Context: an optimization exercise on an open-source flow, tuned for small area and a short achievable clock period. The choices shown serve that exercise and are no tape-out recipe.
RTL that was checked went through simulation tests only; none was proved equivalent to the original.
Function not checked in runs 6 to 8: the RTL went through the layout flow alone.

<file path="flow/design.v">
`timescale 1ns / 1ps
module lab4_2( 
              input wire      mode,
              input wire[2:0] opCode,
              input wire[3:0] value,
              input clk,
              input reset,
              output reg[9:0] result,
              output reg cacheFull,
              output reg invalidOp,
              output reg overflow);
	reg [223:0] cache;
	reg [5:0]   counter;
	reg [5:0]   PN;           
	reg [3:0]   begin_PC;
	reg [9:0]   p1;           
	reg [11:0]  B3;           
	reg [6:0]   IR;           
	reg         last;         
	integer i;
	always @(posedge clk) begin
		for (i = 0; i < 32; i = i + 1)
			if (!counter[5] && counter[4:0] == i)
				cache[i*7 +: 7] <= {opCode, value};
	end
	wire [9:0] p0 = result;
	wire [2:0] op = IR[6:4];
	wire [3:0] v  = IR[3:0];
	wire is1 = op[0] & ~op[2];
	wire is2 = op[1] & ~op[2];
	wire ar  = ~op[2];
	wire [4:0] s1, s2, s3;
	genvar k;
	generate
		for (k = 0; k < 5; k = k + 1) begin : dig
			wire a1 = p0[2*k+1], a0 = p0[2*k];
			if (k == 0) begin : d0
				assign s1[k] = (is2 & ~a1 & a0) | is1;
			end else begin : dk
				assign s1[k] = is2 & ~a1 & a0;
			end
			assign s2[k] = is2 & a1 & ~a0;
			assign s3[k] = is2 & a1 & a0;
		end
	endgenerate
	wire [10:0] B2 = {p1, 1'b0};
	wire [9:0] r0 = ({10{s1[0]}} & p1)      | ({10{s2[0]}} & B2[9:0]) | ({10{s3[0]}} & B3[9:0]);
	wire [7:0] r1 = ({8{s1[1]}}  & p1[7:0]) | ({8{s2[1]}}  & B2[7:0]) | ({8{s3[1]}}  & B3[7:0]);
	wire [5:0] r2 = ({6{s1[2]}}  & p1[5:0]) | ({6{s2[2]}}  & B2[5:0]) | ({6{s3[2]}}  & B3[5:0]);
	wire [3:0] r3 = ({4{s1[3]}}  & p1[3:0]) | ({4{s2[3]}}  & B2[3:0]) | ({4{s3[3]}}  & B3[3:0]);
	wire [1:0] r4 = ({2{s1[4]}}  & p1[1:0]) | ({2{s2[4]}}  & B2[1:0]) | ({2{s3[4]}}  & B3[1:0]);
	wire [9:0] q  = p0 & {10{~op[1]}};
	wire t0;
	wire t1;
	wire t2;
	wire t3;
	wire t4;
	wire t5;
	wire t6;
	wire t7;
	wire t8;
	wire t9;
	wire t10;
	wire t11;
	wire t12;
	wire t13;
	wire t14;
	wire t15;
	wire t16;
	wire t17;
	wire t18;
	wire t19;
	wire t20;
	wire t21;
	wire t22;
	wire t23;
	wire t24;
	wire t25;
	wire t26;
	wire t27;
	wire t28;
	wire t29;
	wire t30;
	wire t31;
	wire t32;
	wire t33;
	wire t34;
	wire t35;
	wire t36;
	wire t37;
	wire t38;
	wire t39;
	wire t40;
	wire t41;
	wire t42;
	wire t43;
	wire t44;
	wire t45;
	wire t46;
	wire t47;
	assign t0 = q[6] ^ r0[6];
	assign t1 = q[6] & r0[6];
	assign t2 = q[7] ^ r0[7] ^ r1[5];
	assign t3 = (q[7] & r0[7]) | (q[7] & r1[5]) | (r0[7] & r1[5]);
	assign t4 = q[8] ^ r0[8] ^ r1[6];
	assign t5 = (q[8] & r0[8]) | (q[8] & r1[6]) | (r0[8] & r1[6]);
	assign t6 = r2[4] ^ r3[2];
	assign t7 = r2[4] & r3[2];
	assign t8 = q[9] ^ r0[9] ^ r1[7];
	assign t9 = (q[9] & r0[9]) | (q[9] & r1[7]) | (r0[9] & r1[7]);
	assign t10 = r2[5] ^ r3[3] ^ r4[1];
	assign t11 = (r2[5] & r3[3]) | (r2[5] & r4[1]) | (r3[3] & r4[1]);
	assign t12 = v[2] ^ q[2];
	assign t13 = v[2] & q[2];
	assign t14 = v[3] ^ q[3] ^ r0[3];
	assign t15 = (v[3] & q[3]) | (v[3] & r0[3]) | (q[3] & r0[3]);
	assign t16 = q[4] ^ r0[4] ^ r1[2];
	assign t17 = (q[4] & r0[4]) | (q[4] & r1[2]) | (r0[4] & r1[2]);
	assign t18 = q[5] ^ r0[5] ^ r1[3];
	assign t19 = (q[5] & r0[5]) | (q[5] & r1[3]) | (r0[5] & r1[3]);
	assign t20 = r1[4] ^ r2[2] ^ r3[0];
	assign t21 = (r1[4] & r2[2]) | (r1[4] & r3[0]) | (r2[2] & r3[0]);
	assign t22 = r2[3] ^ r3[1] ^ t2;
	assign t23 = (r2[3] & r3[1]) | (r2[3] & t2) | (r3[1] & t2);
	assign t24 = r4[0] ^ t4 ^ t6;
	assign t25 = (r4[0] & t4) | (r4[0] & t6) | (t4 & t6);
	assign t26 = t8 ^ t10 ^ t5;
	assign t27 = (t8 & t10) | (t8 & t5) | (t10 & t5);
	assign t28 = v[0] ^ q[0];
	assign t29 = v[0] & q[0];
	assign t30 = v[1] ^ q[1] ^ r0[1];
	assign t31 = (v[1] & q[1]) | (v[1] & r0[1]) | (q[1] & r0[1]);
	assign t32 = r0[2] ^ r1[0] ^ t12;
	assign t33 = (r0[2] & r1[0]) | (r0[2] & t12) | (r1[0] & t12);
	assign t34 = r1[1] ^ t14 ^ t13;
	assign t35 = (r1[1] & t14) | (r1[1] & t13) | (t14 & t13);
	assign t36 = r2[0] ^ t16 ^ t15;
	assign t37 = (r2[0] & t16) | (r2[0] & t15) | (t16 & t15);
	assign t38 = r2[1] ^ t18 ^ t17;
	assign t39 = (r2[1] & t18) | (r2[1] & t17) | (t18 & t17);
	assign t40 = t0 ^ t20 ^ t19;
	assign t41 = (t0 & t20) | (t0 & t19) | (t20 & t19);
	assign t42 = t1 ^ t22 ^ t21;
	assign t43 = (t1 & t22) | (t1 & t21) | (t22 & t21);
	assign t44 = t3 ^ t24 ^ t23;
	assign t45 = (t3 & t24) | (t3 & t23) | (t24 & t23);
	assign t46 = t7 ^ t26 ^ t25;
	assign t47 = (t7 & t26) | (t7 & t25) | (t26 & t25);
	wire [9:0]  ra = {t46, t44, t42, t40, t38, t36, t34, t32, t30, r0[0]};
	wire [9:0]  rb = {t45, t43, t41, t39, t37, t35, t33, t31, t29, t28};
	wire [10:0] S  = ra + rb;
	wire big = (s1[1] & (|p1[9:8])) | (s2[1] & (|p1[9:7])) | (s3[1] & (|B3[11:8])) |
	           (s1[2] & (|p1[9:6])) | (s2[2] & (|p1[9:5])) | (s3[2] & (|B3[11:6])) |
	           (s1[3] & (|p1[9:4])) | (s2[3] & (|p1[9:3])) | (s3[3] & (|B3[11:4])) |
	           (s1[4] & (|p1[9:2])) | (s2[4] & (|p1[9:1])) | (s3[4] & (|B3[11:2])) |
	           (s2[0] & p1[9]) | (s3[0] & (|B3[11:10]));
	wire ovf_ar = S[10] | t9 | t11 | t27 | t47 | big;
	reg [3:0] pop;
	always @* begin
		pop = 0;
		for (i = 0; i < 10; i = i + 1) pop = pop + p0[i];
	end
	wire [9:0] rev = {p0[0], p0[1], p0[2], p0[3], p0[4], p0[5], p0[6], p0[7], p0[8], p0[9]};
	reg [9:0] n;
	reg       ovf;
	always @* begin
		if (ar) begin
			n = S[9:0]; ovf = ovf_ar;
		end else begin
			ovf = 1'b0;
			case (op[1:0])
				2'd0:    n = {6'd0, pop};
				2'd1:    n = rev;
				default: n = p0;
			endcase
		end
	end
	wire       is6    = op[2] & op[1];
	wire [3:0] nbegin = is6 ? v : begin_PC;
	wire [4:0] npc    = last ? {1'b0, nbegin} : PN[4:0];
	wire [5:0] npn    = npc + 1'b1;
	wire       nvalid = ~last | ({2'b0, nbegin} < counter);
	wire [6:0] nent   = cache[npc*7 +: 7];
	wire [5:0] cnt1   = counter + 1'b1;
	always @(posedge clk or posedge reset) begin
		if (reset) begin
			result    <= 0;
			cacheFull <= 0;
			invalidOp <= 0;
			overflow  <= 0;
			counter   <= 0;
			PN        <= 6'd1;
			begin_PC  <= 0;
			p1        <= 0;
			B3        <= 0;
			IR        <= 0;
			last      <= 1'b1;
		end else if (mode) begin
			result   <= n;
			overflow <= ovf;
			p1       <= p0;
			B3       <= {2'b0, p0} + {1'b0, p0, 1'b0};
			begin_PC <= nbegin;
			PN       <= npn;
			IR       <= nvalid ? nent : 7'd0;
			last     <= npn >= counter;
		end else begin
			if (!counter[5] && PN == cnt1)
				IR <= (opCode[1:0] == 2'b11) ? 7'd0 : {opCode, value};
			if (opCode[1:0] == 2'b11) begin
				invalidOp <= 1'b1;
			end else begin
				invalidOp <= 1'b0;
				if (counter[5]) cacheFull <= 1'b1;
				else begin
					counter <= cnt1;
					last    <= PN > counter;
				end
			end
		end
	end
endmodule
</file>
<file path="flow/flow/run.sh">
#!/bin/bash
# Standard layout with two changes to how it is made:
#  - timing repair is asked for more setup margin than the clock period
#    needs, so it keeps shortening the worst paths;
#  - the port buffers are buf_4 cells (every port still gets its buffer).
set -euo pipefail
bash standard.sh SETUP_SLACK_MARGIN=9 \
  "BUFFER_PORTS_ARGS=-buffer_cell sky130_fd_sc_hd__buf_4" finish > standard.log 2>&1
</file>
<file path="flow/standard.sh">
#!/bin/bash
# synth_recipe.tcl (not shown) runs the flow's synth.tcl, then flattens the netlist and writes it again
# the make line also repeats each setting of config.mk as NAME=value (left out here)
make -C /OpenROAD-flow-scripts/flow DESIGN_CONFIG=/design/flow/config.mk WORK_HOME=/design/flow/orfs CLKGATE_MAP_FILE= SYNTH_SCRIPT=/design/flow/synth_recipe.tcl "${@:-finish}"
</file>
<file path="flow/config.mk">
export PLATFORM = sky130hd
export DESIGN_NAME = lab4_2
export DESIGN_NICKNAME = lab4_2
export VERILOG_FILES = /design/flow/design.v
export SDC_FILE = /design/flow/constraint.sdc
export NUM_CORES = 4
export LEC_CHECK = 0
export CAP_MARGIN = 20
export CORE_MARGIN = 2
export CORE_UTILIZATION = 40
export CTS_CLUSTER_DIAMETER = 100
export CTS_CLUSTER_SIZE = 24
export SLEW_MARGIN = 20
export TNS_END_PERCENT = 50
</file>
<file path="flow/constraint.sdc">
create_clock -name core_clock -period 12.5 [get_ports {clk}]
set_input_delay 2.5000 -clock core_clock [delete_from_list [all_inputs] [get_ports {clk}]]
set_output_delay 2.5000 -clock core_clock [all_outputs]
set_load 0.01 [all_outputs]
</file>
==> results of run 1 <==
## Yosys cell counts, types with 4 or more instances
master    count  area (um2)
a211o_1       7       61.31
a21o_1       11       82.58
a21oi_1      79       395.4
a222oi_1     10       100.1
a22oi_1      10       75.07
a31oi_1      22       137.6
a32oi_1       9       78.83
and3_1        6       37.54
buf_2         5       25.02
buf_4        19       142.6
buf_6        10       112.6
clkbuf_1     33       123.9
dfrtp_1      56        1401
edfxtp_1    224        6726
fa_1         28       560.5
ha_1         50       625.6
inv_1        65       244.0
mux2_2       23       259.0
mux2i_1      61       610.6
nand2_1     198       743.2
nand2b_1      7       43.79
nand3_1      39       195.2
nand4_1       5       31.28
nor2_1       97       364.1
nor2b_1      16       100.1
nor3_1       17       85.08
nor4_1       10       62.56
o21a_1        7       52.55
o21ai_0      32       160.2
o21bai_1      4       30.03
o22ai_1      11       68.82
o31ai_1       5       37.54
xnor2_1      21       183.9
xor2_1        4       35.03
## worst reg2reg max path, delay by kind of cell (launching register included)
kind / cells / cell delay, ns
compound gates: 5 / 1.03
simple gates: 2 / 0.14
buf+inv: 3 / 0.19
fa+ha+maj: 4 / 1.75
flops: 1 / 0.55
## sequential cells by signal, indices dropped and copies added, names as in the netlist
| name | count |
|---|---|
| cache | 224 |
| B3 | 12 |
| result | 10 |
| p1 | 9 |
| IR | 7 |
| PN | 6 |
| counter | 6 |
| begin_PC | 4 |
| cacheFull | 1 |
| invalidOp | 1 |
| last | 1 |
| overflow | 1 |
## stage by stage
| stage | hold slack, ns | setup WS, ns | cells |
|---|---|---|---|
| 6_report | 0.4775 | 8.649 | 1765 |
| 5_1_grt | 0.5139 | 8.554 | 1765 |
| 4_1_cts | 0.4960 | 8.736 | 1739 |
| 3_5_place_dp | 0.4756 | 7.723 | 1678 |
| 3_3_place_gp | 0.4685 | 7.899 | 1678 |
| 2_1_floorplan | 0.4693 | 8.791 | 1257 |
## repair_timing
item,CTS,global route
resized for setup,58,40
setup endpoints to repair,37,34
pin swaps,14,26
cloned,2,1
setup buffers,36,25
## path summary, 6_finish.rpt
| kind | from | to | slack [ns] | cells after the start |
|---|---|---|---|---|
| hold / removal | cacheFull | cacheFull | 0.48 | 1 |
| setup / recovery | result[1] | result[1] | 8.65 | 3 |
| min in group asynchronous | reset | PN[5] | 2.22 | 3 |
| setup reg to reg | IR[5] | result[9] | 8.72 | 14 |
| hold reg to reg | cacheFull | cacheFull | 0.48 | 1 |
| max in group asynchronous | reset | result[9] | 9.68 | 3 |
## logic make-up after synthesis
group,count (synthesis),share of synthesized area [%]
AO/OA/AOI/OAI,233,10.62
AND/OR/NAND/NOR,418,12.67
buffers and inverters,137,4.649
multiplexers,84,5.994
adder cells (fa/ha/maj),78,8.176
flip-flops,282,56.39
XOR/XNOR,25,1.509
## layout make-up
type | instances | share of cell area [%]
flip-flops and latches | 282 | 50.40
inverters | 68 | 1.790
multi-input cells | 840 | 36.52
well taps | 461 | 3.542
clock inverters | 3 | 0.2151
clock buffers | 20 | 2.682
repair buffers | 91 | 4.856
## metal layers
metal | up-vias | wire [um] | track usage, %
li1 | 4605 | - | -
met1 | 5033 | 16660 | 28.14
met5 | - | 0 | 0
met2 | 357 | 18500 | 33.67
met4 | 0 | 1266 | 7.436
met3 | 82 | 2480 | 2.447
==> summary.txt, run 1 <==
status=finished clean; Tmin final=3.851 ns; most frequent cells in the layout=224 x edfxtp_1, 196 x nand2_1, 94 x nor2_1; critical path cell sequence=buf_6 -> buf_6 -> buf_6; post-detailed-route DRC marker count=0; crit end category=primary output; 1st-iter DRT viols=1047; Die Ht=194.4 um; total CTS buffers=16; Root Buffer=clkbuf_16; largest net degree at the start of global routing=67; CTS tree=done; I/O Buffers=22; Seq/Total Area, Yosys=56.39%; Mapped Area=14510 um2; worst-path fanout max=2; initial antenna violation count=0; multi-input logic area=5947 um2; ANT nets after route=0; Hold Path Class=reg -> reg; Die X=194.4 um; First-pass DRT Iterations=8; RSZ-0062 raised after global routing=yes; syn_area_per_cell=11.54 um2; final setup vio count=0; Max-Cap Viols=0; EDFF count, synth=224; first-pass GRT wire length=59620 um; syn nets=1345; commonest non-fill, non-tap cell in the layout=edfxtp_1; clk slew on worst S/H paths=0.09 ns; # clock sinks=282; nets@finish=1387; routed wire length=38910 um; Hold Violations, Final=0; Max Clk Rate=0.2596 GHz; CTS max path bufs=3; GRT Overall Usage=20.51%; Register Area=8207 um2; htree depth=1; Antenna Cells=0; Unique masters post-synth=70; Setup CP Type=reg -> out; Slowest cell on crit path=dfrtp_2; Period Utilization, post-route=30.81%; Skew-Pair Late Insertion Delay=0.53 ns; hpwl dp=24580 um; Post-synth ARST share=20.57%; Die ar.=37810 um2; startpoint types=flop; initial core utilization=40.69%; number of hold buffers added after cts=0; Yosys warning total=1; Final Skew=0.03995 ns; row count=69; Core Area=35660 um2; Crit path required time=10.00 ns; Slew Viols, Final=0; share of cells above drive strength 1=16.72%; Final GP Congestion=0.8880; vias in the first global route=9885; critical path's top delay family=flip-flops; CP arrival=1.35 ns; Design Area, Final=16280 um2; DP Area=14960 um2; via count=10080; routed len/inst=22.04 um; Max-slew headroom=35.83%; fillers=3240; most frequent CP cell=buf_6; Yosys reg bits=282; Slew @ Worst Pin=0.9590 ns; Vias per Instance=5.709; worst path buffer plus inverter count=3; Main synth FF type=edfxtp_1; Mapped Cells=1257; P&R area growth vs syn=12.25%; total gr overflow=0; sum of negative setup slack=0 ns; IO Pins=23; Util after Layout=45.67%; max incr delay on CP=0.47 ns
==> run 2, diff against run 1 <==
--- a/flow/config.mk
+++ b/flow/config.mk
@@ -11,4 +11,4 @@
 export CTS_CLUSTER_DIAMETER = 100
 export CTS_CLUSTER_SIZE = 24
 export SLEW_MARGIN = 20
-export TNS_END_PERCENT = 50
+export TNS_END_PERCENT = 20
==> summary.txt, run 2 <==
GRT Overall Usage=20.46%; Core Area=35660 um2; Largest regs=cache x224, B3 x12, result x10; routed len/inst=21.97 um; Mapped Cells=1257; CTS max path bufs=3; post-detailed-route DRC marker count=0; syn_area_per_cell=11.54 um2; largest net degree at the start of global routing=67; ANT nets after route=0; routed wire length=38490 um; startpoint types=flop; I/O Buffers=22; Final GP Congestion=0.8880; Synth top area share=46.36%; initial antenna violation count=0; worst-path fanout max=2; most frequent cells in the layout=224 x edfxtp_1, 196 x nand2_1, 92 x nor2_1; status=finished clean; hpwl dp=24580 um; htree depth=1; Yosys reg bits=282; IO Pins=23; Max-slew headroom=40.12%; row count=69; Slew @ Worst Pin=0.8964 ns; final setup vio count=0; Antenna Cells=0; # clock sinks=282; Max Clk Rate=0.2591 GHz; Max-Cap Viols=0; EDFF count, synth=224; clk slew on worst S/H paths=0.09 ns; Final Skew=0.04062 ns; Synth top cells by count=224 x edfxtp_1, 198 x nand2_1, 97 x nor2_1; Crit path required time=10.00 ns; Slew Viols, Final=0; commonest non-fill, non-tap cell in the layout=edfxtp_1; P&R area growth vs syn=11.35%; share of cells above drive strength 1=15.49%; Main synth FF type=edfxtp_1; Die ar.=37810 um2; crit end category=primary output; final setup margin=8.640 ns; Design Area, Final=16150 um2; Mapped Area=14510 um2; Synth area leader=edfxtp_1; top cells by area, synth=edfxtp_1 46%, dfrtp_1 9.7%, nand2_1 5.1%; syn nets=1345; Skew-Pair Late Insertion Delay=0.53 ns; most flop-heavy register=cache; Die Ht=194.4 um; CP arrival=1.36 ns; First-pass DRT Iterations=7; Vias per Instance=5.712; DP Area=14960 um2; initial core utilization=40.69%; Setup CP Type=reg -> out; Die X=194.4 um; total CTS buffers=16; most frequent cell after synthesis=edfxtp_1; DP Worst Slack=7.723 ns; Yosys warning total=1; Root Buffer=clkbuf_16; Hold Path Class=reg -> reg; nets@finish=1374; max reg flops=224; via count=10010; 1st-iter DRT viols=976; Post-synth ARST share=20.57%; number of hold buffers added after cts=0; Tmin final=3.860 ns; first-pass GRT wire length=59480 um; Hold Violations, Final=0; total gr overflow=0; RSZ-0062 raised after global routing=yes; Seq/Total Area, Yosys=56.39%; CTS tree=done; Period Utilization, post-route=30.88%; vias in the first global route=9868; Unique masters post-synth=70; sum of negative setup slack=0 ns
run 2: changes by cell type in the layout (fill, tap and decap cells not counted), moves of 2 or more:
cell,change
buf_6,-12
o21ai_0,+4
o21ai_1,-4
buf_12,+3
inv_2,-3
buf_4,-2
inv_1,+2
nor2_1,-2
nor2_2,+2
xnor2_1,+2
xnor2_2,-2
run 2: logic make-up after synthesis:
group           after synthesis  share of synthesized area [%]
fa+ha+maj                    78                          8.176
compound gates              233                          10.62
mux                          84                          5.994
flops                       282                          56.39
simple gates                418                          12.67
xor+xnor                     25                          1.509
buf+inv                     137                          4.649
run 2: layout make-up:
type / instances / area, um2
Clock buffer: 20 / 436.7
Inverter: 68 / 307.8
Timing Repair Buffer: 78 / 660.6
Tap cell: 461 / 576.8
Fill cell: 3259 / 19500
Clock inverter: 3 / 35.03
Multi-Input combinational cell: 840 / 5932
Sequential cell: 282 / 8205
run 2: repair_timing:
action	4_1_cts	5_1_grt
cloned	2	0
setup buffers	36	13
pin swaps	11	20
gates resized for setup	46	38
endpoints found under the setup margin	37	35
run 2: metrics by stage:
step	hold slack (ns)	cells	util, %
finish	0.4775	1752	45.31
CTS	0.4960	1739	44.51
detailed placement	0.4756	1678	41.97
global route	0.5139	1752	45.31
global placement	0.4685	1678	41.97
floorplan	0.4693	1257	-
run 2: routing by layer:
metal | wire, um | GRT usage [%] | up-vias
met5 | 0 | 0 | -
met4 | 1215 | 7.293 | 0
met3 | 2323 | 2.516 | 81
met2 | 18490 | 33.80 | 346
met1 | 16460 | 27.88 | 5009
li1 | - | - | 4571
run 2: final timing paths:
| check | start | end | slack, ns | cells after the start |
|---|---|---|---|---|
| min in group asynchronous | reset | PN[5] | 2.21 | 3 |
| max | result[1] | result[1] | 8.64 | 3 |
| min reg2reg | cacheFull | cacheFull | 0.48 | 1 |
| max in group asynchronous | reset | result[9] | 9.68 | 3 |
| min | cacheFull | cacheFull | 0.48 | 1 |
| max reg2reg | IR[5] | result[9] | 8.70 | 14 |
run 2: worst max-delay path: stages, from the launching register on:
cell	delay [ns]
dfrtp_2	0.46
buf_4	0.15
buf_6	0.12
buf_6	0.11
==> run 3, diff against run 2 <==
--- a/flow/config.mk
+++ b/flow/config.mk
@@ -10,5 +10,5 @@
 export CORE_UTILIZATION = 40
 export CTS_CLUSTER_DIAMETER = 100
 export CTS_CLUSTER_SIZE = 24
+export GPL_ROUTABILITY_DRIVEN = 0
 export SLEW_MARGIN = 20
-export TNS_END_PERCENT = 20
==> summary.txt, run 3 <==
status=finished clean; I/O Buffers=22; Yosys reg bits=282; sum of negative setup slack=0 ns; Synth top area share=46.36%; Largest regs=cache x224, B3 x12, result x10; Root Buffer=clkbuf_16; hpwl dp=24380 um; WHS=0.5114 ns; Synth Area in Adders=8.176%; Hold Path Cell Cnt=2; Max Clk Rate=0.2627 GHz; Synth top cells by count=224 x edfxtp_1, 198 x nand2_1, 97 x nor2_1; 1st-iter DRT viols=935; worst-path fanout max=3; IO Pins=23; syn nets=1345; Skew-Pair Late Insertion Delay=0.52 ns; total gr overflow=0; FF-to-FF End=result[9]; row count=69; most frequent cell after synthesis=edfxtp_1; max reg flops=224; vias in the first global route=9880; initial core utilization=40.69%; RSZ-0062 raised after global routing=yes; multiplexer share of the synthesized area=5.994%; startpoint types=flop; Hold Violations, Final=0; Hold EP=PN[0]; top cells by area, synth=edfxtp_1 46%, dfrtp_1 9.7%, nand2_1 5.1%; Crit path required time=10.00 ns; ANT nets after route=0; Synth Area in XOR/XNOR=1.509%; CTS tree=done; htree depth=1; # clock sinks=282; initial antenna violation count=0; Antenna Cells=0; Die X=194.4 um; share of cells above drive strength 1=16.51%; Yosys warning total=1; First-pass DRT Iterations=17; CP arrival=1.31 ns; largest family of logic cells by synthesized area=simple AND/OR/NAND/NOR gates; Hold Path Class=reg -> reg; Max-Cap Viols=0; syn_area_per_cell=11.54 um2; Die Ht=194.4 um; most frequent cells in the layout=224 x edfxtp_1, 196 x nand2_1, 92 x nor2_1; RR Startpoint=IR[5]; CTS max path bufs=3; largest net degree at the start of global routing=67; Mapped Cells=1257; post-detailed-route DRC marker count=0; first-pass GRT wire length=59800 um; Unique masters post-synth=70; nets@finish=1379; Vias per Instance=5.685; number of hold buffers added after cts=0; routed len/inst=22.19 um; EDFF count, synth=224; Slew Viols, Final=0; via count=9988; Final Skew=0.04045 ns; Reg2Reg Setup Slack=8.76 ns; commonest non-fill, non-tap cell in the layout=edfxtp_1; Period Utilization, post-route=30.45%; Tmin final=3.807 ns; GRT Overall Usage=20.47%; most flop-heavy register=cache; Die ar.=37810 um2; crit end category=primary output; Hold Path Origin=PN[0]; Mapped Area=14510 um2; Synth area leader=edfxtp_1; final setup vio count=0; Core Area=35660 um2; total CTS buffers=16; clk slew on worst S/H paths=0.10 ns; area share of and/or/nand/nor cells after synthesis=12.67%; reg2reg path depth=16; routed wire length=39000 um; Slew @ Worst Pin=0.7820 ns; Max-slew headroom=47.76%; compound-cell area share of the yosys netlist=10.62%; Seq/Total Area, Yosys=56.39%; Post-synth ARST share=20.57%; Setup CP Type=reg -> out; P&R area growth vs syn=12.16%; Main synth FF type=edfxtp_1
-- run 3: cell types whose count changed in the layout (fill, tap and decap cells not counted), sizes merged --
cell | previous run | this run
clkinv | 3 | 4
buf | 78 | 83
nor2 | 100 | 99
-- run 3: critical path, cell delays in order (launching register included) --
cell	delay [ns]
dfrtp_4	0.52
buf_4	0.16
buf_6	0.12
-- run 3: cell families after synthesis --
group / count (synthesis)
buf+inv: 137
fa+ha+maj: 78
mux: 84
xor+xnor: 25
flops: 282
compound gates: 233
simple gates: 418
-- run 3: stage by stage --
stage          worst slack (ns)  cell area (um2)  cells  util [%]
2_1_floorplan             8.863            14630   1257         -
3_3_place_gp              7.896            14980   1678     42.00
3_5_place_dp              7.750            14980   1678     42.00
6_report                  8.693            16270   1757     45.64
4_1_cts                   8.743            16190   1754     45.42
5_1_grt                   8.603            16270   1757     45.64
-- run 3: final cells by class --
cell class | count | area, um2
clock buffers | 19 | 432.9
inverters | 68 | 292.8
well taps | 461 | 576.8
flip-flops and latches | 282 | 8205
clock inverters | 4 | 37.54
repair buffers | 84 | 745.7
multi-input cells | 839 | 5981
fillers | 3268 | 19380
-- run 3: routing by layer --
metal | up-vias | GRT usage, % | share of wire [%]
met3 | 86 | 2.048 | 5.8
met4 | 0 | 7.892 | 3.8
met5 | - | 0 | 0
met2 | 368 | 34.17 | 47
met1 | 4963 | 27.64 | 43
li1 | 4571 | - | -
-- run 3: repair_timing --
action	CTS	global route
gates resized for setup	93	16
setup endpoints to repair	32	31
buffers inserted	52	3
pin swaps	30	6
gates cloned	1	0
-- run 3: worst max path at each step --
| stage | startpoint | endpoint | depth (start not counted) | slack, ns |
|---|---|---|---|---|
| after floorplan | IR[6] | result[9] | 17 | 8.86 |
| final | result[9] | result[9] | 2 | 8.69 |
| after global placement | IR[5] | result[8] | 13 | 7.90 |
| after detailed placement | IR[5] | result[8] | 13 | 7.75 |
| after CTS | result[1] | result[1] | 2 | 8.74 |
| after global routing | IR[5] | result[9] | 14 | 8.60 |
==> run 4, diff against run 3 <==
--- a/flow/flow/run.sh
+++ b/flow/flow/run.sh
@@ -4,5 +4,5 @@
 #    needs, so it keeps shortening the worst paths;
 #  - the port buffers are buf_4 cells (every port still gets its buffer).
 set -euo pipefail
-bash standard.sh SETUP_SLACK_MARGIN=9 \
+bash standard.sh SETUP_SLACK_MARGIN=9.5 \
   "BUFFER_PORTS_ARGS=-buffer_cell sky130_fd_sc_hd__buf_4" finish > standard.log 2>&1
--- a/flow/config.mk
+++ b/flow/config.mk
@@ -10,5 +10,4 @@
 export CORE_UTILIZATION = 40
 export CTS_CLUSTER_DIAMETER = 100
 export CTS_CLUSTER_SIZE = 24
-export GPL_ROUTABILITY_DRIVEN = 0
 export SLEW_MARGIN = 20
==> summary.txt, run 4 <==
via count=10410; Mapped Area=14510 um2; clk slew on worst S/H paths=0.10 ns; Max Clk Rate=0.2645 GHz; Largest regs=cache x224, B3 x12, result x10; fillers=3142; Die Ht=194.4 um; row count=69; Die ar.=37810 um2; Synth top area share=46.36%; P&R area growth vs syn=19.30%; CTS max path bufs=3; Max-slew headroom=36.80%; vias in the first global route=10040; Hold Path Origin=PN[0]; hpwl dp=24460 um; Slew @ Worst Pin=0.9461 ns; Yosys warning total=1; initial core utilization=40.69%; total CTS buffers=16; routed len/inst=23.21 um; Unique masters post-synth=70; status=finished clean; total gr overflow=0; Hold Violations, Final=0; Post-synth ARST share=20.57%; Max-Cap Viols=0; First-pass DRT Iterations=7; initial antenna violation count=0; 1st-iter DRT viols=1163; GRT Overall Usage=21.61%; startpoint types=flop; I/O Buffers=22; worst-path fanout max=8; number of hold buffers added after cts=0; syn_area_per_cell=11.54 um2; Yosys reg bits=282; Hold EP=PN[0]; IO Pins=23; sum of negative setup slack=0 ns; top cells by area, synth=edfxtp_1 46%, dfrtp_1 9.7%, nand2_1 5.1%; Period Utilization, post-route=30.24%; WHS=0.5188 ns; Setup CP Type=reg -> reg; Synth area leader=edfxtp_1; Root Buffer=clkbuf_16; largest net degree at the start of global routing=66; Hold Path Class=reg -> reg; # clock sinks=282; CTS tree=done; syn nets=1345; post-detailed-route DRC marker count=0; reg2reg path depth=14; htree depth=1; routed wire length=41800 um; Die X=194.4 um; Skew-Pair Late Insertion Delay=0.52 ns; RSZ-0062 raised after global routing=yes; crit end category=flop; Core Area=35660 um2; Slew Viols, Final=0; Final Skew=0.01829 ns; FF-to-FF End=result[9]; Crit path required time=12.91 ns; Final GP Congestion=0.8919; nets@finish=1424; CP arrival=4.19 ns; commonest non-fill, non-tap cell in the layout=edfxtp_1; ANT nets after route=0; Vias per Instance=5.779; most flop-heavy register=cache; Tmin final=3.780 ns; most frequent cell after synthesis=edfxtp_1; most frequent cells in the layout=224 x edfxtp_1, 192 x nand2_1, 89 x nor2_1; Antenna Cells=0; first-pass GRT wire length=62410 um; Reg2Reg Setup Slack=8.72 ns; final setup vio count=0; share of cells above drive strength 1=22.76%; RR Startpoint=IR[5]; EDFF count, synth=224; Main synth FF type=edfxtp_1; Hold Path Cell Cnt=2; Synth top cells by count=224 x edfxtp_1, 198 x nand2_1, 97 x nor2_1; Seq/Total Area, Yosys=56.39%; Mapped Cells=1257; max reg flops=224
-- run 4: cells by family (layout without fill, tap and decap cells) --
kind of cell               Yosys count  after routing  synth area share, %
and+or+nand+nor                    418            419                12.67
DFF                                282            282                56.39
AOI/OAI and AO/OA                  233            233                10.62
buffers and inverters              137            219                4.649
muxes                               84             84                5.994
adders and majority gates           78             78                8.176
xor gates and xnor gates            25             25                1.509
-- run 4: worst max path at each step --
stage | start | slack, ns | to
after floorplan | IR[6] | 8.88 | result[9]
after global placement | IR[5] | 8.18 | result[8]
after detailed placement | IR[5] | 8.05 | result[8]
after CTS | IR[6] | 8.74 | result[8]
after global routing | IR[5] | 8.56 | result[9]
final | IR[5] | 8.72 | result[9]
-- run 4: per-stage QoR --
stage	worst slack, ns	utilization (%)	cells	instance area [um2]
global placement	8.177	42.58	1677	15180
floorplan	8.881	-	1257	15000
detailed placement	8.048	42.58	1677	15180
finish	8.720	48.54	1801	17310
global route	8.562	48.54	1801	17310
CTS	8.735	47.21	1773	16830
-- run 4: timing repair --
action,CTS,global route
gates resized for setup,117,48
setup endpoints to repair,63,44
buffers inserted,70,22
cloned,4,6
pin swaps,45,28
-- run 4: worst max-delay path: stages, from the launching register on --
cell,delay (ns)
dfrtp_4,0.55
a31oi_4,0.23
nor2_4,0.08
a222oi_1,0.29
inv_1,0.09
fa_1,0.50
inv_2,0.04
fa_1,0.47
inv_1,0.05
fa_1,0.50
ha_4,0.33
nand2_2,0.05
o2111a_1,0.24
a31oi_1,0.14
o21bai_1,0.09
-- run 4: area by class of cell --
type	instances	area [um2]	area share, %
timing repair inverter	3	28.78	0.1663
clock buffer	18	417.9	2.415
timing repair buffer	126	1330	7.685
tap	461	576.8	3.333
multi-input combinational	839	6322	36.53
sequential	282	8214	47.46
inverter	68	321.6	1.858
clock inverter	4	96.34	0.5566
-- run 4: layer usage --
metal	global-route usage [%]	share of wire, %
met5	0	0
met4	7.920	3.7
met3	2.447	5.9
met2	35.50	48
met1	29.67	42
==> run 5, diff against run 4 <==
--- a/flow/flow/run.sh
+++ b/flow/flow/run.sh
@@ -4,5 +4,5 @@
 #    needs, so it keeps shortening the worst paths;
 #  - the port buffers are buf_4 cells (every port still gets its buffer).
 set -euo pipefail
-bash standard.sh SETUP_SLACK_MARGIN=9.5 \
+bash standard.sh SETUP_SLACK_MARGIN=8.8 \
   "BUFFER_PORTS_ARGS=-buffer_cell sky130_fd_sc_hd__buf_4" finish > standard.log 2>&1
==> summary.txt, run 5 <==
status=finished clean; Synth area leader=edfxtp_1; Register Area=8202 um2; total CTS buffers=17; RSZ-0062 raised after global routing=yes; CTS tree=done; Hold Path Class=reg -> reg; Period Utilization, post-route=30.94%; Synth top area share=46.36%; GRT Overall Usage=20.51%; Final Skew=0.02835 ns; Core Area=35660 um2; Root Buffer=clkbuf_16; worst-path fanout max=5; WL met2=18450 um; RR Startpoint=IR[5]; most flop-heavy register=cache; DRT met1 WL=16570 um; vias in the first global route=9862; Max-slew headroom=39.43%; CTS max path bufs=3; EDFF count, synth=224; final setup vio count=0; Hold Path Origin=cacheFull; hpwl dp=24230 um; Antenna Cells=0; most frequent cell after synthesis=edfxtp_1; Hold Violations, Final=0; routed wire length=39030 um; row count=69; initial core utilization=40.69%; largest family of logic cells by synthesized area=simple AND/OR/NAND/NOR gates; multi-input logic area=5942 um2; syn_area_per_cell=11.54 um2; routed len/inst=22.09 um; multiplexer share of the synthesized area=5.994%; Synth top cells by count=224 x edfxtp_1, 198 x nand2_1, 97 x nor2_1; CP arrival=4.28 ns; post-placement cell count=1680; Seq/Total Area, Yosys=56.39%; Post-synth ARST share=20.57%; commonest non-fill, non-tap cell in the layout=edfxtp_1; Max-Cap Viols=0; syn nets=1345; Util after Layout=45.69%; crit end category=flop; Mapped Cells=1257; Setup CP Type=reg -> reg; via count=10070; Mapped Area=14510 um2; Main synth FF type=edfxtp_1; 1st-iter DRT viols=1088; Final GP Congestion=0.8860; Yosys reg bits=282; clk slew on worst S/H paths=0.10 ns; Crit path required time=12.92 ns; Synth Area in XOR/XNOR=1.509%; Top Metal Used=met4; Skew-Pair Late Insertion Delay=0.53 ns; P&R area growth vs syn=12.29%; ANT nets after route=0; compound-cell area share of the yosys netlist=10.62%; Max Clk Rate=0.2586 GHz; htree depth=1; Die ar.=37810 um2; Slew Viols, Final=0; Layout Cells excl Fill=1767; DR WL met3=2658 um; initial antenna violation count=0; Unique masters post-synth=70; post-detailed-route DRC marker count=0; max reg flops=224; Slew @ Worst Pin=0.9052 ns; Yosys warning total=1; crit path launch=IR[5]; first-pass GRT wire length=59660 um; Die Ht=194.4 um; Tmin final=3.867 ns; Vias per Instance=5.697; First-pass DRT Iterations=10; startpoint types=flop; share of cells above drive strength 1=16.23%; I/O Buffers=22; Largest regs=cache x224, B3 x12, result x10; top cells by area, synth=edfxtp_1 46%, dfrtp_1 9.7%, nand2_1 5.1%; IO Pins=23; most frequent cells in the layout=224 x edfxtp_1, 195 x nand2_1, 94 x nor2_1; number of hold buffers added after cts=0; sum of negative setup slack=0 ns; total gr overflow=0; fillers=3278; # clock sinks=282; area share of and/or/nand/nor cells after synthesis=12.67%; nets@finish=1383; Synth Area in Adders=8.176%; largest net degree at the start of global routing=67; Die X=194.4 um
run 5: cell counts after synthesis:
No cell type changed its count.
run 5: per-layer routing:
| metal | GRT usage [%] | vias up |
|---|---|---|
| met5 | 0 | - |
| met4 | 7.892 | 0 |
| met3 | 3.019 | 87 |
| met2 | 33.39 | 420 |
| met1 | 27.83 | 4961 |
| li1 | - | 4599 |
run 5: final cells by class:
| class | instances | share of cell area, % |
|---|---|---|
| Sequential cell | 282 | 50.35 |
| Timing Repair Buffer | 88 | 4.570 |
| Tap cell | 461 | 3.541 |
| Multi-Input combinational cell | 838 | 36.47 |
| Clock inverter | 6 | 0.4531 |
| Inverter | 68 | 1.843 |
| Clock buffer | 24 | 2.773 |
run 5: kinds of logic after synthesis:
group,count (synthesis)
compound gates,233
xor+xnor,25
fa+ha+maj,78
buf+inv,137
flops,282
mux,84
simple gates,418
run 5: stage by stage:
step / hold slack, ns / area [um2] / setup WS [ns]
finish: 0.4678 / 16290 / 8.633
global route: 0.4887 / 16290 / 8.487
CTS: 0.4786 / 16050 / 8.658
detailed placement: 0.4611 / 14960 / 7.502
global placement: 0.4554 / 14960 / 7.657
floorplan: 0.4693 / 14580 / 8.773
run 5: what timing repair did:
action | 4_1_cts | 5_1_grt
setup endpoints to repair | 28 | 24
gates resized for setup | 67 | 32
gates cloned | 0 | 0
pin swaps | 21 | 28
setup buffers | 41 | 16
run 5: critical path: stages, from the launching register on:
cell      delay (ns)
dfrtp_4         0.55
a31oi_4         0.22
nor2_4          0.07
a222oi_1        0.31
inv_1           0.11
fa_1            0.51
inv_2           0.04
fa_1            0.47
inv_1           0.05
fa_1            0.48
ha_4            0.34
nand2_2         0.07
o2111a_1        0.24
a31oi_1         0.22
o21bai_2        0.09
run 5: path summary, 6_finish.rpt:
check / to / depth (start not counted) / slack, ns
hold reg to reg: cacheFull / 1 / 0.47
setup / recovery: result[9] / 14 / 8.63
min in group asynchronous: invalidOp / 3 / 2.22
max in group asynchronous: result[9] / 3 / 9.70
hold / removal: cacheFull / 1 / 0.47
setup reg to reg: result[9] / 14 / 8.63
==> run 6, diff against run 5 <==
--- a/flow/design.v
+++ b/flow/design.v
@@ -5,7 +5,7 @@
               input wire[3:0] value,
               input clk,
               input reset,
-              output reg[9:0] result,
+              output wire[9:0] result,
               output reg cacheFull,
               output reg invalidOp,
               output reg overflow);
@@ -16,6 +16,9 @@
 	reg [9:0]   p1;           
 	reg [11:0]  B3;           
 	reg [6:0]   IR;           
+	reg [9:0]   p0;           
+	reg [9:0]   resn;         
+	assign result = ~resn;
 	reg         last;         
 	integer i;
 	always @(posedge clk) begin
@@ -23,7 +26,6 @@
 			if (!counter[5] && counter[4:0] == i)
 				cache[i*7 +: 7] <= {opCode, value};
 	end
-	wire [9:0] p0 = result;
 	wire [2:0] op = IR[6:4];
 	wire [3:0] v  = IR[3:0];
 	wire is1 = op[0] & ~op[2];
@@ -184,7 +186,8 @@
 	wire [5:0] cnt1   = counter + 1'b1;
 	always @(posedge clk or posedge reset) begin
 		if (reset) begin
-			result    <= 0;
+			p0        <= 0;
+			resn      <= 10'h3ff;
 			cacheFull <= 0;
 			invalidOp <= 0;
 			overflow  <= 0;
@@ -196,7 +199,8 @@
 			IR        <= 0;
 			last      <= 1'b1;
 		end else if (mode) begin
-			result   <= n;
+			p0       <= n;
+			resn     <= ~n;
 			overflow <= ovf;
 			p1       <= p0;
 			B3       <= {2'b0, p0} + {1'b0, p0, 1'b0};
--- a/flow/flow/run.sh
+++ b/flow/flow/run.sh
@@ -4,5 +4,5 @@
 #    needs, so it keeps shortening the worst paths;
 #  - the port buffers are buf_4 cells (every port still gets its buffer).
 set -euo pipefail
-bash standard.sh SETUP_SLACK_MARGIN=8.8 \
+bash standard.sh SETUP_SLACK_MARGIN=9 \
   "BUFFER_PORTS_ARGS=-buffer_cell sky130_fd_sc_hd__buf_4" finish > standard.log 2>&1
==> summary.txt, run 6 <==
crit end category=flop; critical path cell sequence=buf_12 -> nand2b_4 -> nor3_4 -> a222oi_1 -> inv_1 -> fa_1 -> inv_1 -> fa_1 -> inv_1 -> fa_1 -> ha_4 -> a21o_1 -> a221oi_4 -> mux2i_1 -> o221ai_1; routed wire length=40550 um; startpoint types=flop; reg2reg path depth=15; first-pass GRT wire length=62300 um; htree depth=1; Critical Path Sink=p0[9]; CTS max path bufs=3; Core Area=36700 um2; Hold Path Class=reg -> reg; CP arrival=4.46 ns; Tmin final=4.069 ns; FF-to-FF End=p0[9]; Mapped Area=14960 um2; routed len/inst=22.36 um; EDFF count, synth=224; Die Ht=197.4 um; Seq/Total Area, Yosys=56.43%; clk slew on worst S/H paths=0.10 ns; worst-path fanout max=5; Final GP Congestion=0.8780; Util after Layout=46.39%; Unique masters post-synth=68; Slew @ Worst Pin=0.9044 ns; number of hold buffers added after cts=0; Die ar.=38970 um2; Setup CP Type=reg -> reg; GRT Overall Usage=20.83%; Root Buffer=clkbuf_16; Final Skew=0.02643 ns; Yosys reg bits=292; row count=70; Vias per Instance=5.736; I/O Buffers=22; P&R area growth vs syn=13.77%; Post-synth ARST share=23.29%; IO Pins=23; ANT nets after route=0; DP Worst Slack=7.950 ns; status=finished clean; Max Clk Rate=0.2457 GHz; most flop-heavy register=cache; Layout Cells excl Fill=1814; RR Startpoint=IR[5]; max reg flops=224; Period Utilization, post-route=32.56%; total CTS buffers=16; hpwl dp=25750 um; largest net degree at the start of global routing=71; Max-Cap Viols=0; # clock sinks=292; syn_area_per_cell=11.56 um2; Hold Violations, Final=0; RSZ-0062 raised after global routing=yes; nets@finish=1424; Die X=197.4 um; max incr delay on CP=0.54 ns; Slowest cell on crit path=fa_1; crit path launch=IR[5]; most frequent cell after synthesis=edfxtp_1; top cells by area, synth=edfxtp_1 45%, dfrtp_1 9.4%, mux2i_1 5.5%; Main synth FF type=edfxtp_1; share of cells above drive strength 1=17.68%; commonest non-fill, non-tap cell in the layout=edfxtp_1; Synth area leader=edfxtp_1; final setup vio count=0; Mapped Cells=1294; syn nets=1382; Max-slew headroom=39.71%; post-detailed-route DRC marker count=0; most frequent cells in the layout=224 x edfxtp_1, 173 x nand2_1, 107 x nor2_1; sum of negative setup slack=0 ns; post-placement cell count=1725; Yosys warning total=1; Skew-Pair Late Insertion Delay=0.54 ns; Antenna Cells=0; CTS tree=done; Crit path required time=12.89 ns; total gr overflow=0; initial core utilization=40.77%; Slew Viols, Final=0; via count=10410; Synth top area share=44.95%; Reg2Reg Setup Slack=8.43 ns; vias in the first global route=10280; First-pass DRT Iterations=8; Largest regs=cache x224, B3 x12; 1st-iter DRT viols=961; final setup margin=8.431 ns; Synth top cells by count=224 x edfxtp_1, 177 x nand2_1, 109 x nor2_1; initial antenna violation count=0
run 6: changes by cell type after synthesis, sizes merged, moves of 5 or more:
cell,change
a21boi,+8
nand2,-25
o21ai,+5
buf,-11
inv,+9
o221ai,+5
a21oi,-12
dfstp,+10
a31oi,-8
a21o,+6
clkbuf,+9
mux2i,+21
nor2,+10
nor3,+5
run 6: logic make-up after synthesis:
| kind of cell | Yosys count | share of synthesized area [%] |
|---|---|---|
| flops | 292 | 56.43 |
| buf+inv | 145 | 4.256 |
| mux | 106 | 7.442 |
| xor+xnor | 21 | 1.229 |
| fa+ha+maj | 78 | 7.927 |
| simple gates | 408 | 11.86 |
| compound gates | 244 | 10.86 |
run 6: worst min-delay path by stage:
stage               startpoint         to  slack, ns  cells past startpoint
finish                 resn[0]    resn[0]       0.50                      2
detailed placement   cacheFull  cacheFull       0.45                      1
floorplan               B3[10]     B3[10]       0.45                      2
CTS                    resn[0]    resn[0]       0.50                      2
global placement     cacheFull  cacheFull       0.45                      1
global route           resn[4]    resn[4]       0.52                      2
run 6: repair_timing:
| action | 4_1_cts | 5_1_grt |
|---|---|---|
| buffers inserted | 37 | 21 |
| setup endpoints to repair | 46 | 40 |
| gates cloned | 2 | 1 |
| pin swaps | 36 | 24 |
| gates resized for setup | 91 | 45 |
run 6: final cells by class:
cell class / instances / area (um2)
Timing Repair Buffer: 91 / 912.1
Clock inverter: 3 / 33.78
Tap cell: 468 / 585.6
Multi-Input combinational cell: 857 / 6250
Fill cell: 3300 / 19670
Sequential cell: 292 / 8463
Inverter: 78 / 324.1
Clock buffer: 25 / 455.4
run 6: layer usage:
metal | global-route usage (%) | routed length, um | share of wire, %
met4 | 4.901 | 864 | 2.1
met5 | 0 | 0 | 0
met1 | 29.00 | 17920 | 44
met2 | 35.21 | 19590 | 48
met3 | 2.083 | 2180 | 5.4
run 6: stage by stage:
stage	cell area (um2)	hold slack [ns]
6_report	17020	0.4954
5_1_grt	17020	0.5165
3_5_place_dp	15550	0.4519
2_1_floorplan	15140	0.4528
4_1_cts	16700	0.4970
3_3_place_gp	15550	0.4504
run 6: critical path, delay by kind of cell (launching register included):
| family | cells | cell delay, ns |
|---|---|---|
| buffers and inverters | 4 | 0.35 |
| adder cells (fa/ha/maj) | 4 | 1.73 |
| flip-flops | 1 | 0.45 |
| AND/OR/NAND/NOR | 2 | 0.17 |
| multiplexers | 1 | 0.22 |
| AO/OA/AOI/OAI | 4 | 0.99 |
==> run 7, diff against run 6 <==
--- a/flow/design.v
+++ b/flow/design.v
@@ -5,7 +5,7 @@
               input wire[3:0] value,
               input clk,
               input reset,
-              output wire[9:0] result,
+              output reg[9:0] result,
               output reg cacheFull,
               output reg invalidOp,
               output reg overflow);
@@ -16,9 +16,8 @@
 	reg [9:0]   p1;           
 	reg [11:0]  B3;           
 	reg [6:0]   IR;           
-	reg [9:0]   p0;           
-	reg [9:0]   resn;         
-	assign result = ~resn;
+	reg         IR2;          
+	reg [9:0]   p0n;          
 	reg         last;         
 	integer i;
 	always @(posedge clk) begin
@@ -26,10 +25,11 @@
 			if (!counter[5] && counter[4:0] == i)
 				cache[i*7 +: 7] <= {opCode, value};
 	end
+	wire [9:0] p0 = ~p0n;
 	wire [2:0] op = IR[6:4];
 	wire [3:0] v  = IR[3:0];
 	wire is1 = op[0] & ~op[2];
-	wire is2 = op[1] & ~op[2];
+	wire is2 = IR2;
 	wire ar  = ~op[2];
 	wire [4:0] s1, s2, s3;
 	genvar k;
@@ -186,8 +186,7 @@
 	wire [5:0] cnt1   = counter + 1'b1;
 	always @(posedge clk or posedge reset) begin
 		if (reset) begin
-			p0        <= 0;
-			resn      <= 10'h3ff;
+			result    <= 0;
 			cacheFull <= 0;
 			invalidOp <= 0;
 			overflow  <= 0;
@@ -197,20 +196,25 @@
 			p1        <= 0;
 			B3        <= 0;
 			IR        <= 0;
+			IR2       <= 1'b0;
+			p0n       <= 10'h3ff;
 			last      <= 1'b1;
 		end else if (mode) begin
-			p0       <= n;
-			resn     <= ~n;
+			result   <= n;
+			p0n      <= ~n;
 			overflow <= ovf;
 			p1       <= p0;
 			B3       <= {2'b0, p0} + {1'b0, p0, 1'b0};
 			begin_PC <= nbegin;
 			PN       <= npn;
 			IR       <= nvalid ? nent : 7'd0;
+			IR2      <= nvalid & ~nent[6] & nent[5];
 			last     <= npn >= counter;
 		end else begin
-			if (!counter[5] && PN == cnt1)
-				IR <= (opCode[1:0] == 2'b11) ? 7'd0 : {opCode, value};
+			if (!counter[5] && PN == cnt1) begin
+				IR  <= (opCode[1:0] == 2'b11) ? 7'd0 : {opCode, value};
+				IR2 <= opCode == 3'd2;
+			end
 			if (opCode[1:0] == 2'b11) begin
 				invalidOp <= 1'b1;
 			end else begin
==> summary.txt, run 7 <==
status=finished clean; syn nets=1374; CTS tree=done; initial core utilization=40.72%; top cells by area, synth=edfxtp_1 45%, dfrtp_1 9.5%, mux2i_1 5.3%; most flop-heavy register=cache; Design Area, Final=16850 um2; GRT Overall Usage=19.67%; CTS max path bufs=3; total CTS buffers=16; row count=70; total gr overflow=0; Yosys reg bits=293; Reg2Reg Setup Slack=8.36 ns; hpwl dp=24250 um; Slew @ Worst Pin=0.9819 ns; # clock sinks=293; commonest non-fill, non-tap cell in the layout=edfxtp_1; Die Ht=197.5 um; Crit path required time=12.94 ns; final setup vio count=0; htree depth=1; Seq/Total Area, Yosys=56.53%; Synth top area share=44.90%; Vias per Instance=5.610; P&R area growth vs syn=12.50%; Max-Cap Viols=0; RSZ-0062 raised after global routing=yes; Final Skew=0.01710 ns; Main synth FF type=edfxtp_1; Hold Violations, Final=0; Hold Path Class=reg -> reg; 1st-iter DRT viols=818; Yosys warning total=1; post-placement cell count=1711; first-pass GRT wire length=59230 um; DP Worst Slack=7.729 ns; Max-slew headroom=34.30%; number of hold buffers added after cts=0; max reg flops=224; sum of negative setup slack=0 ns; post-detailed-route DRC marker count=0; nets@finish=1401; reg2reg path depth=15; Post-synth ARST share=23.55%; Root Buffer=clkbuf_16; Setup CP Type=reg -> reg; final setup margin=8.359 ns; IO Pins=23; ANT nets after route=0; DP Area=15620 um2; Mapped Cells=1286; Core Area=36790 um2; Skew-Pair Late Insertion Delay=0.52 ns; Die ar.=39010 um2; Mapped Area=14980 um2; most frequent cell after synthesis=edfxtp_1; initial antenna violation count=0; clk slew on worst S/H paths=0.10 ns; Final GP Congestion=0.8753; worst-path fanout max=4; Period Utilization, post-route=33.13%; routed wire length=37830 um; First-pass DRT Iterations=8; largest net degree at the start of global routing=70; share of cells above drive strength 1=16.18%; Largest regs=cache x224, B3 x12; I/O Buffers=22; vias in the first global route=9967; Die X=197.5 um; CP arrival=4.58 ns; Tmin final=4.141 ns; Unique masters post-synth=60; routed len/inst=21.12 um; via count=10050; EDFF count, synth=224; crit end category=flop; syn_area_per_cell=11.65 um2; Hold Path Cell Cnt=1; Layout Cells excl Fill=1791; Antenna Cells=0; startpoint types=flop; most frequent cells in the layout=224 x edfxtp_1, 182 x nand2_1, 90 x nor2_1; Synth top cells by count=224 x edfxtp_1, 184 x nand2_1, 91 x nor2_1; Max Clk Rate=0.2415 GHz; Slew Viols, Final=0; Synth area leader=edfxtp_1
## run 7: final cells by class
| type | count | area, um2 |
|---|---|---|
| repair buffers | 84 | 760.7 |
| fillers | 3361 | 19930 |
| clock buffers | 25 | 434.2 |
| well taps | 468 | 585.6 |
| inverters | 77 | 342.8 |
| clock inverters | 3 | 62.56 |
| multi-input cells | 841 | 6180 |
| flip-flops and latches | 293 | 8487 |
## run 7: path summary, 6_finish.rpt
check | start | to
max | p0n[0] | p0n[9]
min | result[3] | result[3]
max reg2reg | p0n[0] | p0n[9]
min reg2reg | result[3] | result[3]
max in group asynchronous | reset | IR2
min in group asynchronous | reset | B3[5]
## run 7: metal layers
metal  share of wire (%)  routed length, um  vias to the layer above  global-route usage, %
met2                  48              18340                      295                  33.83
met5                   0                  0                        -                      0
met3                 5.0               1901                       81                  2.510
met1                  43              16130                     4981                  25.68
met4                 3.9               1459                        0                  6.767
li1                    -                  -                     4690                      -
## run 7: worst max-delay path, cell delays in order, from the launching register on
cell and delay [ns]:
dfstp_2 0.61, inv_4 0.06, and3_4 0.19, a222oi_1 0.34, inv_1 0.10, fa_1 0.50
inv_2 0.04, fa_2 0.52, inv_2 0.04, fa_1 0.51, ha_4 0.22, and3_4 0.17
a311oi_2 0.27, xnor2_1 0.15, nor2_1 0.08, a211o_1 0.27
## run 7: logic make-up after synthesis
group / share of synthesized area (%)
xor gates and xnor gates: 1.345
muxes: 8.286
DFF: 56.53
and+or+nand+nor: 12.04
AOI/OAI and AO/OA: 9.923
adders and majority gates: 7.918
buffers and inverters: 3.951
## run 7: through the flow
stage          hold slack [ns]  utilization [%]
2_1_floorplan           0.4671                -
3_3_place_gp            0.4439            42.46
3_5_place_dp            0.4598            42.46
4_1_cts                 0.5184            45.03
5_1_grt                 0.5285            45.81
6_report                0.5099            45.81
## run 7: what timing repair did
| item | in CTS | in global routing |
|---|---|---|
| resized for setup | 67 | 32 |
| setup buffers | 30 | 22 |
| endpoints found under the setup margin | 58 | 35 |
| cloned | 0 | 0 |
| pin swaps | 24 | 38 |
==> run 8, diff against run 7 <==
--- a/flow/design.v
+++ b/flow/design.v
@@ -17,15 +17,14 @@
 	reg [11:0]  B3;           
 	reg [6:0]   IR;           
 	reg         IR2;          
-	reg [9:0]   p0n;          
 	reg         last;         
-	integer i;
+	integer i, j;
 	always @(posedge clk) begin
 		for (i = 0; i < 32; i = i + 1)
 			if (!counter[5] && counter[4:0] == i)
 				cache[i*7 +: 7] <= {opCode, value};
 	end
-	wire [9:0] p0 = ~p0n;
+	wire [9:0] p0 = result;
 	wire [2:0] op = IR[6:4];
 	wire [3:0] v  = IR[3:0];
 	wire is1 = op[0] & ~op[2];
@@ -160,7 +159,7 @@
 	reg [3:0] pop;
 	always @* begin
 		pop = 0;
-		for (i = 0; i < 10; i = i + 1) pop = pop + p0[i];
+		for (j = 0; j < 10; j = j + 1) pop = pop + p0[j];
 	end
 	wire [9:0] rev = {p0[0], p0[1], p0[2], p0[3], p0[4], p0[5], p0[6], p0[7], p0[8], p0[9]};
 	reg [9:0] n;
@@ -197,11 +196,9 @@
 			B3        <= 0;
 			IR        <= 0;
 			IR2       <= 1'b0;
-			p0n       <= 10'h3ff;
 			last      <= 1'b1;
 		end else if (mode) begin
 			result   <= n;
-			p0n      <= ~n;
 			overflow <= ovf;
 			p1       <= p0;
 			B3       <= {2'b0, p0} + {1'b0, p0, 1'b0};
==> summary.txt, run 8 <==
status=finished clean; number of hold buffers added after cts=0; CTS max path bufs=3; ANT nets after route=0; Main synth FF type=edfxtp_1; Yosys reg bits=283; Max-Cap Viols=0; total gr overflow=0; Synth top area share=45.74%; IO Pins=23; largest net degree at the start of global routing=73; max reg flops=224; Largest regs=cache x224, B3 x12, result x10; First-pass DRT Iterations=7; Seq/Total Area, Yosys=55.80%; WHS=0.5144 ns; most frequent CP cell=buf_6; most frequent cells in the layout=224 x edfxtp_1, 212 x nand2_1, 76 x nor2_1; via count=10190; top cells by area, synth=edfxtp_1 46%, dfrtp_1 9.7%, nand2_1 5.4%; final setup margin=8.684 ns; Hold Violations, Final=0; syn nets=1379; nets@finish=1408; worst-path fanout max=5; syn_area_per_cell=11.39 um2; Root Buffer=clkbuf_16; htree depth=1; EDFF count, synth=224; Mapped Cells=1291; Slowest cell on crit path=dfrtp_2; Mapped Area=14710 um2; Post-synth ARST share=20.85%; RSZ-0062 raised after global routing=yes; Max-slew headroom=30.99%; vias in the first global route=10120; P&R area growth vs syn=11.89%; routed len/inst=21.49 um; 1st-iter DRT viols=797; Final GP Congestion=0.9046; DP Worst Slack=8.090 ns; post-detailed-route DRC marker count=0; Synth area leader=edfxtp_1; Die X=195.7 um; Antenna Cells=0; hpwl dp=23730 um; Util after Layout=45.16%; I/O Buffers=22; Max Clk Rate=0.2620 GHz; sum of negative setup slack=0 ns; critical path cell sequence=buf_6 -> buf_4 -> buf_6; # clock sinks=283; startpoint types=flop; Core Area=36430 um2; Crit path required time=10.00 ns; Tmin final=3.816 ns; Skew-Pair Late Insertion Delay=0.51 ns; Unique masters post-synth=71; crit end category=primary output; first-pass GRT wire length=60110 um; Vias per Instance=5.666; GRT Overall Usage=20.21%; most frequent cell after synthesis=edfxtp_1; CTS tree=done; commonest non-fill, non-tap cell in the layout=edfxtp_1; Period Utilization, post-route=30.53%; total CTS buffers=16; CP arrival=1.32 ns; Die ar.=38310 um2; most flop-heavy register=cache; initial core utilization=40.36%; Die Ht=195.7 um; Yosys warning total=1; Slew @ Worst Pin=1.033 ns; share of cells above drive strength 1=15.26%; Synth top cells by count=224 x edfxtp_1, 213 x nand2_1, 80 x nor2_1; clk slew on worst S/H paths=0.09 ns; Slew Viols, Final=0; row count=70; Setup CP Type=reg -> out; Hold Path Class=reg -> reg; initial antenna violation count=0; routed wire length=38630 um; Final Skew=0.03312 ns; max incr delay on CP=0.44 ns; final setup vio count=0
run 8: cell count changes in the layout (fill, tap and decap cells not counted), sizes merged, moves of 7 or more:
cell / delta
a211oi: +9
a31oi: +7
and3: +12
o21ai: -12
o211ai: -7
a311oi: +7
nor2: -11
mux4: -8
dfstp: -10
nand2: +29
mux2i: -27
o21a: -7
nand3: +27
run 8: metal layers:
layer	share of wire [%]	track usage, %
met1	42	27.03
met3	6.0	2.269
met2	48	34.56
met5	0	0
met4	3.3	6.622
run 8: what timing repair did:
item,4_1_cts,5_1_grt
hold endpoints to repair,0,0
resized for setup,67,19
setup endpoints to repair,33,25
cloned,1,2
pin swaps,23,17
setup buffers,40,15
run 8: layout make-up:
cell class,instances,area [um2]
fill,3382,19980
sequential,283,8239
multi-input combinational,860,5983
timing repair buffer,88,833.3
tap,468,585.6
clock buffer,25,455.4
inverter,71,320.3
clock inverter,3,36.28
run 8: final timing paths:
path / start / to / slack, ns / cells past startpoint
min: PN[0] / PN[0] / 0.51 / 2
min reg2reg: PN[0] / PN[0] / 0.51 / 2
max in group asynchronous: reset / result[9] / 9.64 / 3
min in group asynchronous: reset / counter[5] / 2.25 / 3
max: result[3] / result[3] / 8.68 / 3
max reg2reg: result[0] / overflow / 8.74 / 15
run 8: worst max-delay path, delay by kind of cell (launching register included):
family / cells / cell delay [ns]
flops: 1 / 0.44
buf+inv: 3 / 0.38
run 8: cell families (layout without fill, tap and decap cells):
kind of cell / after synthesis / after routing / synth area share (%)
simple gates: 463 / 463 / 14.10
flops: 283 / 283 / 55.80
compound gates: 217 / 219 / 10.39
buf+inv: 150 / 187 / 4.892
fa+ha+maj: 78 / 78 / 8.066
mux: 73 / 73 / 5.148
xor+xnor: 27 / 27 / 1.608
run 8: through the flow:
step / cell area (um2) / cells
floorplan: 14900 / 1291
global placement: 15200 / 1712
detailed placement: 15200 / 1712
CTS: 16230 / 1781
global route: 16450 / 1798
finish: 16450 / 1798

[port drivers added, routing unchanged]
The results above use ideal ports. As a check the final layouts listed here were re-extracted and re-timed, cells and wires unchanged. Step 1, drivers: a clkbuf_16 drives clk and a buf_2 each remaining input, both assumed. Step 2 also shifts input and output timing later by t, the mid clock arrival at the registers, as if the neighbouring blocks saw the same clock. a / b / c = ideal / step 1 / step 2; a / b = the first two.
run	shift t [ns]	setup slack, ns	latest minus earliest clock arrival (ns)	slew at the worst register clock pin (ns)	worst slew at a driven data input, ns
run 1	0.557	8.649 / 8.597 / 8.407	0.041 / 0.040	0.10 / 0.10	0.03
run 2	0.554	8.640 / 8.592 / 8.480	0.041 / 0.040	0.10 / 0.10	0.04
run 3	0.547	8.693 / 8.645 / 8.476	0.041 / 0.042	0.10 / 0.10	0.04
run 4	0.573	8.720 / 8.707 / 8.720	0.026 / 0.026	0.10 / 0.10	0.18
run 5	0.561	8.633 / 8.599 / 8.286	0.029 / 0.029	0.10 / 0.10	0.03
run 6	0.572	8.431 / 8.430 / 8.248	0.028 / 0.027	0.11 / 0.11	0.06
run 7	0.558	8.359 / 8.359 / 8.359	0.018 / 0.017	0.10 / 0.10	0.06
run 8	0.546	8.684 / 8.636 / 8.516	0.033 / 0.033	0.11 / 0.11	0.14
After both steps setup and hold are still met in every run listed. The setup slack of run 5, which loses most, moves by -0.034 ns with the drivers and by -0.347 ns with both steps.
